What follows belongs to an exercise in optimizing a design on an open flow for small area and a short achievable clock period; a production flow would make more cautious choices.
The RTL was checked by simulation tests, not by an equivalence proof against the original design.
Power figures rest on the tool's default switching activity, not on a simulated workload.

alpha:
## Booth
module Booth (
    input  CLK, RST,
    input  [31:0] x, y,
    output [63:0] p
);
    wire [34:0] yy = {y[31], y[31], y, 1'b0};    
    wire [10:0] s1_d, s2_d, s3_d, s4_d, neg_d;
    genvar j;
    generate
        for (j = 0; j < 11; j = j + 1) begin : enc
            wire       b3 = yy[3*j+3];
            wire [2:0] u  = {yy[3*j+2], yy[3*j+1], yy[3*j]} ^ {3{b3}};
            assign s1_d[j]  = ~u[2] & (u[1] ^ u[0]);
            assign s2_d[j]  = (~u[2] & u[1] & u[0]) | (u[2] & ~u[1] & ~u[0]);
            assign s3_d[j]  = u[2] & (u[1] ^ u[0]);
            assign s4_d[j]  = u[2] & u[1] & u[0];
            assign neg_d[j] = b3;
        end
    endgenerate
    wire [33:0] x3_d;
    X3ADD u_x3 (.x(x), .x3(x3_d));
    reg [31:0] xr;
    reg [33:1] x3r;
    reg [10:0] s1, s2, s3, s4, neg;
    always @(posedge CLK) begin
        xr  <= x;
        x3r <= x3_d[33:1];
        s1  <= s1_d;
        s2  <= s2_d;
        s3  <= s3_d;
        s4  <= s4_d;
        neg <= neg_d;
    end
    wire [36:0] xe  = {{3{xr[31]}}, xr, 2'b00};         
    wire [34:0] x3e = {x3r[33], x3r, xr[0]};             
    wire pp0_0; BSEL8A u_b0_0 (.s13(s1[0] | s3[0]), .neg(neg[0]), .a(xr[0]), .pp(pp0_0));
  ...
Size: about 2900 cells after synthesis, roughly 130 I/O pins, ~0.032 mm² of cells after synthesis.
Settings: LEC_CHECK=0, CAP_MARGIN=20, CORE_MARGIN=2, CORE_UTILIZATION=40, CTS_CLUSTER_DIAMETER=150, CTS_CLUSTER_SIZE=30, SETUP_SLACK_MARGIN=3.4, SLEW_MARGIN=20, SYNTH_HIERARCHICAL=1, SYNTH_MINIMUM_KEEP_SIZE=0; clock period 7.5 ns.
standard.sh (not shown) runs the stock make flow with config.mk's settings and CLKGATE_MAP_FILE= SYNTH_SCRIPT=/design/flow/synth_recipe.tcl, a recipe that flattens the netlist after the stock synthesis.
==> flow/flow/run.sh <==
#!/bin/bash
# Own layout flow: the standard flow, plus one step after floorplan that
# sets every combinational cell to the smallest drive strength of its family
# (Yosys/ABC map with a fixed load and tends to pick oversized gates). The
# later resizer steps (repair_design, repair_timing) size up what needs it.
set -euo pipefail
here=$(pwd)
export POST_FLOORPLAN_TCL="$here/flow/downsize.tcl"
# buffer the ports with a plain buffer (the default pick is a slow delay cell)
export BUFFER_PORTS_ARGS="-buffer_cell sky130_fd_sc_hd__buf_2"
bash standard.sh > "$here/standard.log" 2>&1
==> flow/flow/downsize.tcl <==
# Swap each combinational standard cell for the smallest-drive cell of the same
# function (same footprint family); leave flops, adders, buffers and ties alone.
set n 0
foreach inst [get_cells *] {
  set master [get_property $inst ref_name]
  if {![regexp {^sky130_fd_sc_hd__([a-z0-9]+)_([0-9]+)$} $master -> base size]} { continue }
  if {[regexp {^(df|sdf|edf|dl|fa|ha|conb|tap|fill|decap|buf|clkbuf|clkdly|dlygate|dlymetal|inv|clkinv|diode|lpflow|probe)} $base]} { continue }
  set best ""
  set bestsize 1000
  foreach lc [get_lib_cells sky130_fd_sc_hd__${base}_*] {
    set nm [get_name $lc]
    if {![regexp "^sky130_fd_sc_hd__${base}_(\[0-9\]+)\$" $nm -> s]} { continue }
    if {[get_property $lc dont_use]} { continue }
    if {$s < $bestsize} { set bestsize $s; set best $nm }
  }
  if {$best ne "" && $best ne $master} {
    replace_cell $inst $best
    incr n
  }
}
puts "downsize: replaced $n cells"
--- input diff alpha..beta ---
# alpha
export LEC_CHECK = 0
export CAP_MARGIN = 20
export CORE_MARGIN = 2
export CORE_UTILIZATION = 40
export CTS_CLUSTER_DIAMETER = 150
export CTS_CLUSTER_SIZE = 30
export SETUP_SLACK_MARGIN = 3.4
export SLEW_MARGIN = 20
export SYNTH_HIERARCHICAL = 1
export SYNTH_MINIMUM_KEEP_SIZE = 0
create_clock -name core_clock -period 7.5 [get_ports {CLK}]
# beta
export LEC_CHECK = 0
export CAP_MARGIN = 20
export CORE_MARGIN = 2
export CORE_UTILIZATION = 40
export PLACE_DENSITY = 0.5
export SETUP_SLACK_MARGIN = 3.1
export SLEW_MARGIN = 20
export SYNTH_HIERARCHICAL = 1
export SYNTH_MINIMUM_KEEP_SIZE = 0
create_clock -name core_clock -period 7.5 [get_ports {CLK}]
## What came out
Going from alpha to beta, multi-input gate area in the final layout shrank by a few percent. alpha -> beta: first-iteration DRC count decreased by a few percent. Compared beta against alpha; setup skew after layout within noise. gr[41]$_DFF_P_ as the end point of the critical path was reported by alpha, and gr[31]$_DFF_P_ by beta. Going from alpha to beta, wire length -about 1.8%; via count lower; post-route worst hold slack rose by 15 ps; sequential share of layout area rose by 0.94 points. | switching power total | higher: beta |.

-- afterwards: timing with drivers on the ports --
The flow's constraints put no driver on any port. The routed layouts listed below were extracted and timed again, unchanged, in two steps.
Step 1, drivers: a clkbuf_16 drives CLK and a buf_2 each remaining input, both assumed.
Step 2, shift: input delay + t, output delay - t, t = (earliest + latest rising clock arrival at the registers) / 2. This alone moves slack from input paths to output paths.
Slacks: ideal / step 1 / step 2; pairs: ideal / step 1.
run | shift t [ns] | slack for setup (ns) | worst hold slack (ns) | latest minus earliest clock arrival (ns) | worst data-port slew with drivers (ns)
alpha | 0.587 | 3.315 / 3.292 / 3.290 | 0.934 / 0.934 / 0.934 | 0.037 / 0.037 | 0.08
beta | 0.636 | 3.145 / 3.086 / 3.145 | 0.949 / 0.949 / 0.949 | 0.040 / 0.040 | 0.06
After both steps setup and hold are still met in every run listed. The setup slack of alpha, which loses most, moves by -0.023 ns with the drivers and by -0.025 ns with both steps.
